This design comes from an exercise in tuning for small area on the open sky130 flow, not from production work. In this exercise RTL edits were held to simulation tests only and were not proved equivalent to the original. Power figures rest on the tool's default switching activity, not on a simulated workload.

`design.v`:
```
`timescale 1ns / 1ps
module seven_segment_driver(
    input wire clk,
    input wire reset,
    input wire [7:0] data_in,
    output reg [6:0] seg,
    output reg [3:0] an
);
    localparam S_NORMAL_DISPLAY   = 1'b0;
    localparam S_RESET_DISPLAY    = 1'b1;
    parameter FIVE_SECONDS_COUNT = 40;                 
    localparam RST_W = $clog2(FIVE_SECONDS_COUNT+1);
    reg state;
    reg [RST_W-1:0] reset_timer;
    reg [2:0] refresh_counter;                       
    always @(posedge clk) begin
        refresh_counter <= refresh_counter + 1;
        if (reset) begin
            state <= S_RESET_DISPLAY;
            reset_timer <= 0;
            refresh_counter <= 0;                     
        end else if (state == S_RESET_DISPLAY) begin
            if (reset_timer < FIVE_SECONDS_COUNT) begin
                reset_timer <= reset_timer + 1;
            end else begin
                state <= S_NORMAL_DISPLAY; 
            end
        end
    end
    wire [1:0] digit_select = refresh_counter[2:1];
    reg [4:0] digit_data;
    always @(*) begin
        an = 4'b1111;
        digit_data = 5'hF;
        case(digit_select)
            2'b00: begin 
                an = 4'b1110;
                if (state == S_RESET_DISPLAY) digit_data = 5'h10; 
                else                          digit_data = data_in[3:0];
            end
            2'b01: begin 
                an = 4'b1101;
                if (state == S_RESET_DISPLAY) digit_data = 5'h11; 
                else                          digit_data = data_in[7:4];
            end
            2'b10: begin 
                an = 4'b1011;
                if (state == S_RESET_DISPLAY) digit_data = 5'h12; 
                else                          digit_data = 5'hF;
            end
            2'b11: begin
                an = 4'b0111;
                if (state == S_RESET_DISPLAY) digit_data = 5'h13; 
                else                          digit_data = 5'hF;
            end
        endcase
        case(digit_data)
            5'h0: seg = 7'b1000000;
            5'h1: seg = 7'b1111001;
            5'h2: seg = 7'b0100100;
            5'h3: seg = 7'b0110000;
            5'h4: seg = 7'b0011001;
            5'h5: seg = 7'b0010010;
            5'h6: seg = 7'b0000010;
            5'h7: seg = 7'b1111000;
            5'h8: seg = 7'b0000000;
            5'h9: seg = 7'b0010000;
            5'hA: seg = 7'b0001000;
            5'hB: seg = 7'b0000011; 
            5'hC: seg = 7'b1000110; 
            5'hD: seg = 7'b0100001; 
            5'hE: seg = 7'b0000110; 
            5'h10: seg = 7'b0000111; 
            5'h11: seg = 7'b0010010; 
            5'h12: seg = 7'b0101111; 
            5'h13: seg = 7'b0111111;
            default: seg = 7'b1111111;
        endcase
    end
endmodule
module linked_list_fsm #(
    parameter MAX_NODES         = 32,                   
    parameter ADDR_WIDTH        = $clog2(MAX_NODES),    
    parameter MAX_DISPLAY_COUNT = 7,                    
    parameter TWO_SECONDS_COUNT = 15                    
)(
    input  wire clk,
    input  wire BTNC, 
    input  wire [7:0] SW_data,                         
    input  wire [2:0] SW_op,                           
    output reg  LED0,                                  
    output reg  LED1,                                  
    output wire [6:0] seg,
    output wire [3:0] an
);
    reg [7:0] node_data_mem [0:MAX_NODES-1];
    reg [ADDR_WIDTH:0] next_ptr_mem [0:MAX_NODES-1];
    localparam [ADDR_WIDTH:0] NULL_PTR = MAX_NODES;
    reg [ADDR_WIDTH:0] head_ptr, free_ptr;
    reg [ADDR_WIDTH:0] traverse_ptr, prev_ptr, new_node_addr;
    localparam ERR_W = $clog2(TWO_SECONDS_COUNT+1);
    reg [ERR_W-1:0] error_timer;
    reg        is_overflow_error;  
    localparam [3:0] S_IDLE              = 4'd0,
                     S_INSERT_H          = 4'd1,
                     S_INSERT_T_START    = 4'd2,
                     S_INSERT_T_FIND     = 4'd3,
                     S_INSERT_T_FINISH   = 4'd4,
                     S_DELETE_START      = 4'd5,
                     S_DELETE_FIND       = 4'd6,
                     S_DELETE_FINISH     = 4'd7,
                     S_TRAVERSE_START    = 4'd8,
                     S_TRAVERSE_SHOW     = 4'd9,
                     S_ERROR_DISPLAY     = 4'd10;
    reg [3:0] current_state, next_state;
    reg [2:0] prev_op;
    reg op_pending;
    wire op_changed = (SW_op != prev_op);
    always @(posedge clk or posedge BTNC) begin
        if (BTNC) op_pending <= 1'b0;
        else if (op_changed) op_pending <= 1'b1;
        else if (current_state != S_IDLE) op_pending <= 1'b0;
    end
    localparam DISP_W = $clog2(MAX_DISPLAY_COUNT+1);
    reg [DISP_W-1:0] traverse_display_counter;
    always @(*) begin
        next_state = current_state;
        LED0 = 1'b0;
        LED1 = 1'b0;
        case (current_state)
            S_IDLE: begin
                LED0 = 1'b0;
                LED1 = 1'b0;
                if (op_pending) begin
                    case (SW_op)
                        3'b100: next_state = S_INSERT_H;
                        3'b101: next_state = S_INSERT_T_START;
                        3'b110: next_state = S_DELETE_START;
                        3'b111: next_state = S_TRAVERSE_START;
                        default: next_state = S_IDLE;
                    endcase
                end
            end
            S_INSERT_H:        if (free_ptr == NULL_PTR) next_state = S_ERROR_DISPLAY; else next_state = S_IDLE;
            S_INSERT_T_START:  if (free_ptr == NULL_PTR) next_state = S_ERROR_DISPLAY; else next_state = (head_ptr == NULL_PTR) ? S_INSERT_H : S_INSERT_T_FIND;
            S_INSERT_T_FIND:   if (next_ptr_mem[traverse_ptr] == NULL_PTR) next_state = S_INSERT_T_FINISH; else next_state = S_INSERT_T_FIND;
            S_INSERT_T_FINISH: next_state = S_IDLE;
            S_DELETE_START:    if (head_ptr == NULL_PTR) next_state = S_ERROR_DISPLAY; else next_state = S_DELETE_FIND;
            S_DELETE_FIND:     if (traverse_ptr == NULL_PTR || node_data_mem[traverse_ptr] == SW_data) next_state = S_DELETE_FINISH; else next_state = S_DELETE_FIND;
            S_DELETE_FINISH:   if (traverse_ptr == NULL_PTR && head_ptr != NULL_PTR) next_state = S_ERROR_DISPLAY; else next_state = S_IDLE;
            S_TRAVERSE_START:  next_state = (head_ptr == NULL_PTR) ? S_IDLE : S_TRAVERSE_SHOW;
            S_TRAVERSE_SHOW:   if (traverse_ptr == NULL_PTR) next_state = S_IDLE; else next_state = S_TRAVERSE_SHOW;
            S_ERROR_DISPLAY:   if (error_timer >= TWO_SECONDS_COUNT) next_state = S_IDLE; else next_state = S_ERROR_DISPLAY;
            default:           next_state = S_IDLE;
        endcase
        if (current_state == S_ERROR_DISPLAY) begin
            if (is_overflow_error) LED0 = 1'b1;
            else LED1 = 1'b1;
        end
    end
    always @(posedge clk or posedge BTNC) begin
        if (BTNC) prev_op <= 3'b000;
        else if (op_changed) prev_op <= SW_op;
    end
    integer i;
    always @(posedge clk or posedge BTNC) begin
        if (BTNC) begin
            current_state <= S_IDLE;
            head_ptr <= NULL_PTR;
            free_ptr <= 0;
            traverse_display_counter <= 0;
            traverse_ptr <= NULL_PTR;
            error_timer <= 0;
            is_overflow_error <= 1'b0;
            for (i = 0; i < MAX_NODES; i = i + 1) begin
                next_ptr_mem[i] <= (i == MAX_NODES-1) ? NULL_PTR : i + 1;
                node_data_mem[i] <= 0;
            end
        end else begin
            current_state <= next_state;
            if (next_state == S_ERROR_DISPLAY && current_state != S_ERROR_DISPLAY) begin
                error_timer <= 0;
                if ((current_state == S_INSERT_H || current_state == S_INSERT_T_START) && free_ptr == NULL_PTR)
                    is_overflow_error <= 1'b1;
                else
                    is_overflow_error <= 1'b0;
            end else if (current_state == S_ERROR_DISPLAY) begin
                error_timer <= error_timer + 1;
            end
            if (current_state == S_TRAVERSE_SHOW) begin
                if (traverse_display_counter >= MAX_DISPLAY_COUNT) begin
                    traverse_display_counter <= 0;
                    traverse_ptr <= next_ptr_mem[traverse_ptr];
                end else begin
                    traverse_display_counter <= traverse_display_counter + 1;
                end
            end else begin
                traverse_display_counter <= 0;
            end
            case (current_state)
                S_INSERT_H: begin
                    if (free_ptr != NULL_PTR) begin
                        new_node_addr = free_ptr;
                        node_data_mem[new_node_addr] <= SW_data;
                        next_ptr_mem[new_node_addr] <= head_ptr;
                        head_ptr <= new_node_addr;
                        free_ptr <= next_ptr_mem[free_ptr];
                    end
                end
                S_INSERT_T_START: begin
                    if (free_ptr != NULL_PTR) begin
                        new_node_addr = free_ptr;
                        node_data_mem[new_node_addr] <= SW_data;
                        next_ptr_mem[new_node_addr] <= NULL_PTR;
                        free_ptr <= next_ptr_mem[free_ptr];
                        traverse_ptr <= head_ptr;
                    end
                end
                S_INSERT_T_FIND: begin
                    if (next_ptr_mem[traverse_ptr] != NULL_PTR)
                        traverse_ptr <= next_ptr_mem[traverse_ptr];
                end
                S_INSERT_T_FINISH:
                    next_ptr_mem[traverse_ptr] <= new_node_addr;
                S_DELETE_START: begin
                    traverse_ptr <= head_ptr;
                    prev_ptr <= NULL_PTR;
                end
                S_DELETE_FIND: begin
                    if (traverse_ptr != NULL_PTR && node_data_mem[traverse_ptr] != SW_data) begin
                        prev_ptr <= traverse_ptr;
                        traverse_ptr <= next_ptr_mem[traverse_ptr];
                    end
                end
                S_DELETE_FINISH: begin
                    if (traverse_ptr != NULL_PTR && node_data_mem[traverse_ptr] == SW_data) begin
                        if (prev_ptr == NULL_PTR)
                            head_ptr <= next_ptr_mem[traverse_ptr];
                        else
                            next_ptr_mem[prev_ptr] <= next_ptr_mem[traverse_ptr];
                        next_ptr_mem[traverse_ptr] <= free_ptr;
                        free_ptr <= traverse_ptr;
                    end
                end
                S_TRAVERSE_START: begin
                    traverse_ptr <= head_ptr;
                end
            endcase
        end
    end
    reg [7:0] ssd_data;
    always @(*) begin
        if (current_state == S_TRAVERSE_SHOW && traverse_ptr != NULL_PTR)
            ssd_data = node_data_mem[traverse_ptr];
        else
            ssd_data = 8'hFF;
    end
    seven_segment_driver display (
        .clk(clk),
        .reset(BTNC),
        .data_in(ssd_data),
        .seg(seg),
        .an(an)
    );
endmodule
```
`run.sh`:
```
#!/bin/bash
# synth_recipe.tcl (not shown) runs the flow's synth.tcl, then flattens the netlist and writes it again
# the make line also repeats each setting of config.mk as NAME=value (left out here)
make -C /OpenROAD-flow-scripts/flow DESIGN_CONFIG=/design/flow/config.mk WORK_HOME=/design/flow/orfs CLKGATE_MAP_FILE= SYNTH_SCRIPT=/design/flow/synth_recipe.tcl finish
```
`config.mk`:
```
export PLATFORM = sky130hd
export DESIGN_NAME = linked_list_fsm
export DESIGN_NICKNAME = linked_list_fsm
export VERILOG_FILES = /design/flow/design.v
export SDC_FILE = /design/flow/constraint.sdc
export NUM_CORES = 4
export LEC_CHECK = 0
export CAP_MARGIN = 20
export CORE_MARGIN = 2
export CORE_UTILIZATION = 40
export SLEW_MARGIN = 20
```
`constraint.sdc`:
```
create_clock -name core_clock -period 10.0 [get_ports {clk}]
set_input_delay 2.0000 -clock core_clock [delete_from_list [all_inputs] [get_ports {clk}]]
set_output_delay 2.0000 -clock core_clock [all_outputs]
set_load 0.01 [all_outputs]
```
==> results.cfg <==
[run_status]
status = finished clean

[setup_path]
crit_type = flop to primary output
arrival_ns = 5.97
critPathLaunch = traverse_ptr[0]
critPathMaxStageDelay_ns = 0.99
critPathMaxFanout = 50
slowest_stage = dfrtp_2
reg2reg_from = traverse_ptr[4]
endpoint_kind = primary output
cp-start-kind = flop
required_ns = 8.00
cp_cell_sequence = or3b_2, nor2_1, buf_4, a32oi_1, nand4_1, o31a_1, o21ai_0, o21ai_1, inv_1, ha_1, or4_1, a31oi_1, clkdlybuf4s50_1

[floorplan]
die_h_um = 274
ios = 26
core.rowCount = 98
initial_core_util_pct = 40.6
die_x_um = 274
dieArea_mm2 = 0.0751
core-area_mm2 = 0.0719

[worst_hold_path]
hp-start = display.refresh_counter[0]
min_path_type = flop to flop

[sta]
slew_viol_final = 0
setup_viol = 0
worstMarginPinSlew_ns = 1.26
relSlewSlack_pct = 15.4
clock_skew_ns = 0.0501
grt_setup_unrepaired = false
tns_ns = 0
period_share_pct = 79.7
hold_violations = 0
setup_ws_ns = 2.03
fmax_mhz = 125
period_needed_ns = 7.97

[global_routing]
grt_pass1_wl_um = 207000
grt_overflow = 0
grt_use_total_pct = 39.2
grt_pass1_vias = 25400
grt_max_degree = 171
antenna_found_initial = 9

[pwr]
powerDensity_mw_per_mm2 = 448
finalPower_mw = 14.7
power_leakage_nw = 13.1
peakVddDrop_mv = 0.617

[synth]
ys_warn_count = 4
synth_area_per_cell_um2 = 9.85
synth.most_common_cell = mux2_2
synth_common_cells = mux2_2, dfrtp_1, o21ai_0
synth_area_leaders = dfrtp_1, mux2_2, dfstp_2, o21ai_0, nor2_1
synth_cells = 2959
synth_flop_cell = dfrtp_1
synth_edf_count = 12
synth_top_area_share_pct = 34.3
yosysSeqAreaShare_pct = 43.7
synth_area_leader_cell = dfrtp_1
synthesis.area_mm2 = 0.0292
synth_fp_nets = 2983
ys_types = 77
ys_seq_elements = 504
async_reset_ff_share_pct = 95.6

[place]
io_buffers = 25
dp_hpwl_um = 104000
place_worst_setup_slack_ns = 2.81
gp_congestion = 1.06

[routing]
vias = 27300
antenna_left = 0
first_pass_iters = 6
vias_per_cell = 6.99
wire_per_inst_um = 38.3
drc = 0
drt_wl_total_um = 149000
first_iter_violations = 4640

[cts]
postCtsSetupBuffers = 0
cts.sinks = 504
htreeDepth = 2
cts_tree = yes
cts_buffers = 57
clk_path_buf_depth = 3
ctsResizeCount = 0
clk_pin_slew_ns = 0.06
ctsRootBufferMaster = clkbuf_16
clkLatencyLatePin_ns = 0.67
ctsHoldBuffers = 0

[layout]
utilization_pct = 45.6
num-fill-cells = 6829
nets = 2929
layout-drive-gt1-share_pct = 26.6
area_growth_pct = 12.3

[job]
max-cap-violations = 0
-- state kept, by name, indices dropped and copies added, names as in the netlist, 4 cells and up --
signal and flops:
current_state 4, display.reset_timer 6, error_timer 4, free_ptr 6
head_ptr 6, new_node_addr 6, next_ptr_mem 192, node_data_mem 256
prev_ptr 6, traverse_ptr 6
-- worst max-delay path: cells and delay by family (launching register included) --
kind                     cells  cell delay [ns]
AO/OA/AOI/OAI                5             1.14
buffers and inverters        3             1.13
adder cells (fa/ha/maj)      1             0.36
flip-flops                   1             0.99
AND/OR/NAND/NOR              4             1.66
-- power breakdown --
group / total, mW / internal (mW) / switching, mW
Clock: 2.23 / 1.30 / 0.931
Combinational: 7.80 / 2.88 / 4.92
Sequential: 4.63 / 3.20 / 1.43
-- stage by stage --
stage / cells / hold WS [ns] / instance area (um2)
after global routing: 3899 / 0.468 / 32700
after floorplan: 2959 / 0.397 / 29200
after detailed placement: 3795 / 0.429 / 30700
after global placement: 3794 / 0.405 / 30700
after CTS: 3898 / 0.440 / 32700
final: 3902 / 0.437 / 32700
-- logic make-up after synthesis --
group	Yosys count	share of synthesized area (%)
fa+ha+maj	11	0.472
compound gates	815	18.8
flops	504	43.7
buf+inv	294	3.87
mux	495	18.8
simple gates	826	14.0
xor+xnor	14	0.421
-- final cells by class --
type                       instances  area [um2]  area share (%)
clock buffer                      81        1680            5.13
tap                              950        1190            3.63
timing repair buffer             147        1210            3.69
inverter                          34         131           0.401
antenna                            3        7.51          0.0229
clock inverter                    22         309           0.944
multi-input combinational       2161       15500            47.3
sequential                       504       12700            38.9
-- cells in the final DEF (no fill, tap or decap), types with 81 or more instances in the layout --
| cell | n |
|---|---|
| nand3_1 | 126 |
| dfrtp_1 | 395 |
| a21oi_1 | 155 |
| buf_4 | 118 |
| o21ai_0 | 280 |
| and3_1 | 81 |
| nand2_1 | 160 |
| nor2_1 | 235 |
| mux2_2 | 402 |
| dfstp_2 | 83 |
-- path summary, 6_finish.rpt --
path / slack [ns] / end / depth (start not counted)
max in group asynchronous: 6.25 / next_ptr_mem[2][5] / 3
max reg2reg: 3.93 / next_ptr_mem[14][5] / 12
max: 2.03 / seg[3] / 13
min reg2reg: 0.44 / display.refresh_counter[0] / 1
min: 0.44 / display.refresh_counter[0] / 1
min in group asynchronous: 2.26 / node_data_mem[17][6] / 2
-- metal layers --
layer  wire length, um  share of wire [%]  track usage [%]
met5                37              0.025                0
met4              6510                4.4             14.1
met3             18600                 12             11.5
met2             60300                 40             54.8
met1             63800                 43             56.8

afterwards: timing with drivers on the ports:
Ports are ideal in the flow. The routed layout listed here was re-timed in OpenROAD. Step 1 assumes that a clkbuf_16 drives the clock port and a buf_2 every other input. Step 2 adds t to the input delays and takes it off the output delays; t is the mean of the earliest and latest rising clock arrival at the registers after step 1. Input paths then give back, and output paths get back, about the clock's delay inside the block. Three values: no drivers, after step 1, after step 2; two values: the first two.
t (ns): 0.712
slack for setup (ns): 2.032 / 1.967 / 2.679
clock arrival spread, ns: 0.050 / 0.050
worst data-port slew with drivers (ns): 0.05
After both steps this run still meets setup and hold. The setup slack of this run moves by -0.065 ns with the drivers and by +0.647 ns with both steps.
